This is an optimization exercise on Yosys and OpenROAD, whose aim is a short achievable clock period and few clock cycles, not a production implementation.
Only simulation tests tie the RTL to the original design; equivalence was not proved.
Power is estimated from default activity; no workload was simulated.

## OTTER_MCU
module OTTER_MCU(
    input RST,
    input CLK,
    output [13:0] MEM_ADDR1,
    output MEM_RDEN1,
    input [31:0] MEM_DOUT1,
    output [13:0] MEM_ADDR2,
    output MEM_RDEN2,
    output MEM_WE2,
    output [3:0] MEM_BE2,
    output [31:0] MEM_DIN2,
    input [31:0] MEM_DOUT2
    );
    localparam NB = 4;           
    localparam SPRED_BNE = 1'b1;
    logic [31:0] fpc;            
    logic        iv, i_pred;     
    logic [31:0] ipc;
    logic [NB-1:0] i_hit;
    logic        dv, d_pred, d_bp;  
    logic [31:0] ir, dpc;
    logic [NB-1:0] d_hit;
    logic [NB-1:0] bt_v;
    logic [29:0]   bt_tag [0:NB-1];
    logic [31:0]   bt_tgt [0:NB-1];
    logic [1:0]    bt_ptr;       
    logic          bi_v;         
    logic [29:0]   bi_tag;
    logic [31:0]   bi_tgt;
    logic        ev, e_pred, e_bp;  
    logic [NB-1:0] e_hit;
    logic [31:0] epc, e_seq, e_btgt, e_a, e_b, e_bn, e_sd, e_imm;  
    logic [1:0]  e_acnt, e_bcnt;  
    logic        e_sub, e_f_add, e_f_sll, e_f_slt, e_f_sltu, e_f_xor, e_f_sr, e_sra,
                 e_f_or, e_f_and, e_f_link;
    logic        e_br, e_jal, e_jalr, e_load, e_store, e_wen;
    logic [2:0]  e_f3;
    logic [4:0]  e_rd;
    logic        mv, m_wen, m_load, m_we, m_re;
    logic [4:0]  m_rd;
    logic [31:0] m_res, m_din;
    logic [13:0] m_addr;
    logic [3:0]  m_be;
    logic [2:0]  m_f3;
  ...
Size: ~1900 flip-flops.
export LEC_CHECK = 0
export ABC_CLOCK_PERIOD_IN_PS = 1500
export CAP_MARGIN = 20
export CORE_MARGIN = 2
export CORE_UTILIZATION = 60
export GPL_TIMING_DRIVEN = 1
export SETUP_SLACK_MARGIN = 5
export SLEW_MARGIN = 20
export TNS_END_PERCENT = 100
create_clock -name core_clock -period 11.0 [get_ports {CLK}]
standard.sh (not shown) runs the stock make flow with config.mk's settings and CLKGATE_MAP_FILE= SYNTH_SCRIPT=/design/flow/synth_recipe.tcl, a recipe that flattens the netlist after the stock synthesis.
==> flow/flow/run.sh <==
#!/bin/bash
set -euo pipefail
bash standard.sh SETUP_SLACK_MARGIN=9 finish > standard.log 2>&1
Testbench counts at the start, summed over its fixed seeds: cycles 67,399.
Next try:
==> flow/flow/run.sh (replaced) <==
#!/bin/bash
set -euo pipefail
bash standard.sh SETUP_SLACK_MARGIN=7 finish > standard.log 2>&1
--- a/flow/config.mk
+++ b/flow/config.mk
@@ -6,8 +6,8 @@
 export NUM_CORES = 4
 export LEC_CHECK = 0
-export ABC_CLOCK_PERIOD_IN_PS = 1500
+export ABC_CLOCK_PERIOD_IN_PS = 3000
 export CAP_MARGIN = 20
 export CORE_MARGIN = 2
-export CORE_UTILIZATION = 60
+export CORE_UTILIZATION = 40
 export GPL_TIMING_DRIVEN = 1
 export SETUP_SLACK_MARGIN = 5
What happened: Clock-buffer cell count climbs by 40. Cell count climbs by a few percent. Final area drops by roughly a tenth. Clock skew drops by 0.0069 ns. Clock power drops by a few percent. Setup slack gains 0.12 ns.
Next try:
==> flow/flow/run.sh (replaced) <==
#!/bin/bash
set -euo pipefail
bash standard.sh SETUP_SLACK_MARGIN=8.5 finish > standard.log 2>&1
--- a/flow/config.mk
+++ b/flow/config.mk
@@ -6,8 +6,8 @@
 export NUM_CORES = 4
 export LEC_CHECK = 0
-export ABC_CLOCK_PERIOD_IN_PS = 3000
+export ABC_CLOCK_PERIOD_IN_PS = 2000
 export CAP_MARGIN = 20
 export CORE_MARGIN = 2
-export CORE_UTILIZATION = 40
+export CORE_UTILIZATION = 50
 export GPL_TIMING_DRIVEN = 1
 export SETUP_SLACK_MARGIN = 5
Result: Final area goes up by about 11%; area after synthesis stays the same; synthesized cell count does not change; clock skew goes down by 0.0055 ns.

## run E
OTTER_MCU again, from the RTL that the note above started with.
// OTTER_MCU
module OTTER_MCU(
    input RST,
    input CLK,
    output [13:0] MEM_ADDR1,
    output MEM_RDEN1,
    input [31:0] MEM_DOUT1,
    output [13:0] MEM_ADDR2,
    output MEM_RDEN2,
    output MEM_WE2,
    output [3:0] MEM_BE2,
    output [31:0] MEM_DIN2,
    input [31:0] MEM_DOUT2
    );
Settings: LEC_CHECK=0, ABC_CLOCK_PERIOD_IN_PS=2000, CAP_MARGIN=20, CORE_MARGIN=2, CORE_UTILIZATION=50, GPL_TIMING_DRIVEN=1, PLACE_DENSITY_LB_ADDON=0.1, SETUP_SLACK_MARGIN=5, SLEW_MARGIN=20, TNS_END_PERCENT=100; clock period 11.0 ns.
==> flow/flow/run.sh <==
#!/bin/bash
set -euo pipefail
bash standard.sh SETUP_SLACK_MARGIN=7.5 finish > standard.log 2>&1
No stage failed in run E, and the final checks on the layout all came back clean.
Testbench counts of run E, summed over its fixed seeds: cycles 67,399.
## Diff of input files: run B against run E
- PLACE_DENSITY_LB_ADDON: 0.1 -> unset
- CORE_UTILIZATION: 50 -> 40
- ABC_CLOCK_PERIOD_IN_PS: 2000 -> 3000
==> flow/flow/run.sh <==
#!/bin/bash
set -euo pipefail
bash standard.sh SETUP_SLACK_MARGIN=8.5 finish > standard.log 2>&1
--- outcome ---
End of the critical path: e_sd[27] -> run E, e_sd[26] -> run B
Placer congestion estimate: run B vs run E down about 1.4%
Run B gives more quantity of gates resized following cts than run E did.
Summary: with run E as the reference, design area in run B moved up by a few percent.
On time the final worst path needs with I/O delays and setup, run E beats run B.
Going from run E to run B, the die area was enlarged.

## re-timing with driven ports
In the flow no input, the clock included, has a driving cell. The finished layouts below were timed again as built, in two steps.
Step 1 sets driving cells, clkbuf_16 on the clock port and buf_2 on the other inputs (assumed; they add their load-dependent delay and slew).
Step 2, shift: input delay + t, output delay - t, t = (earliest + latest rising clock arrival at the registers) / 2. This alone moves slack from input paths to output paths.
Three values: no drivers, after step 1, after step 2; two values: the first two.
run | t (ns) | setup slack, ns | slew at the worst register clock pin (ns)
the first run of note 1 | 0.933 | 6.777 / 6.826 / 5.892 | 0.07 / 0.07
the second run of note 1 | 0.939 | 6.901 / 6.950 / 6.018 | 0.07 / 0.07
the third run of note 1 | 0.958 | 6.964 / 6.966 / 6.061 | 0.07 / 0.07
run E | 0.960 | 6.817 / 6.867 / 5.907 | 0.07 / 0.07
run B | 0.963 | 6.757 / 6.798 / 5.835 | 0.07 / 0.07
After both steps setup and hold are still met in every run listed. For run B, which loses most, drivers alone change the setup slack by +0.041 ns; drivers and shift together by -0.922 ns.
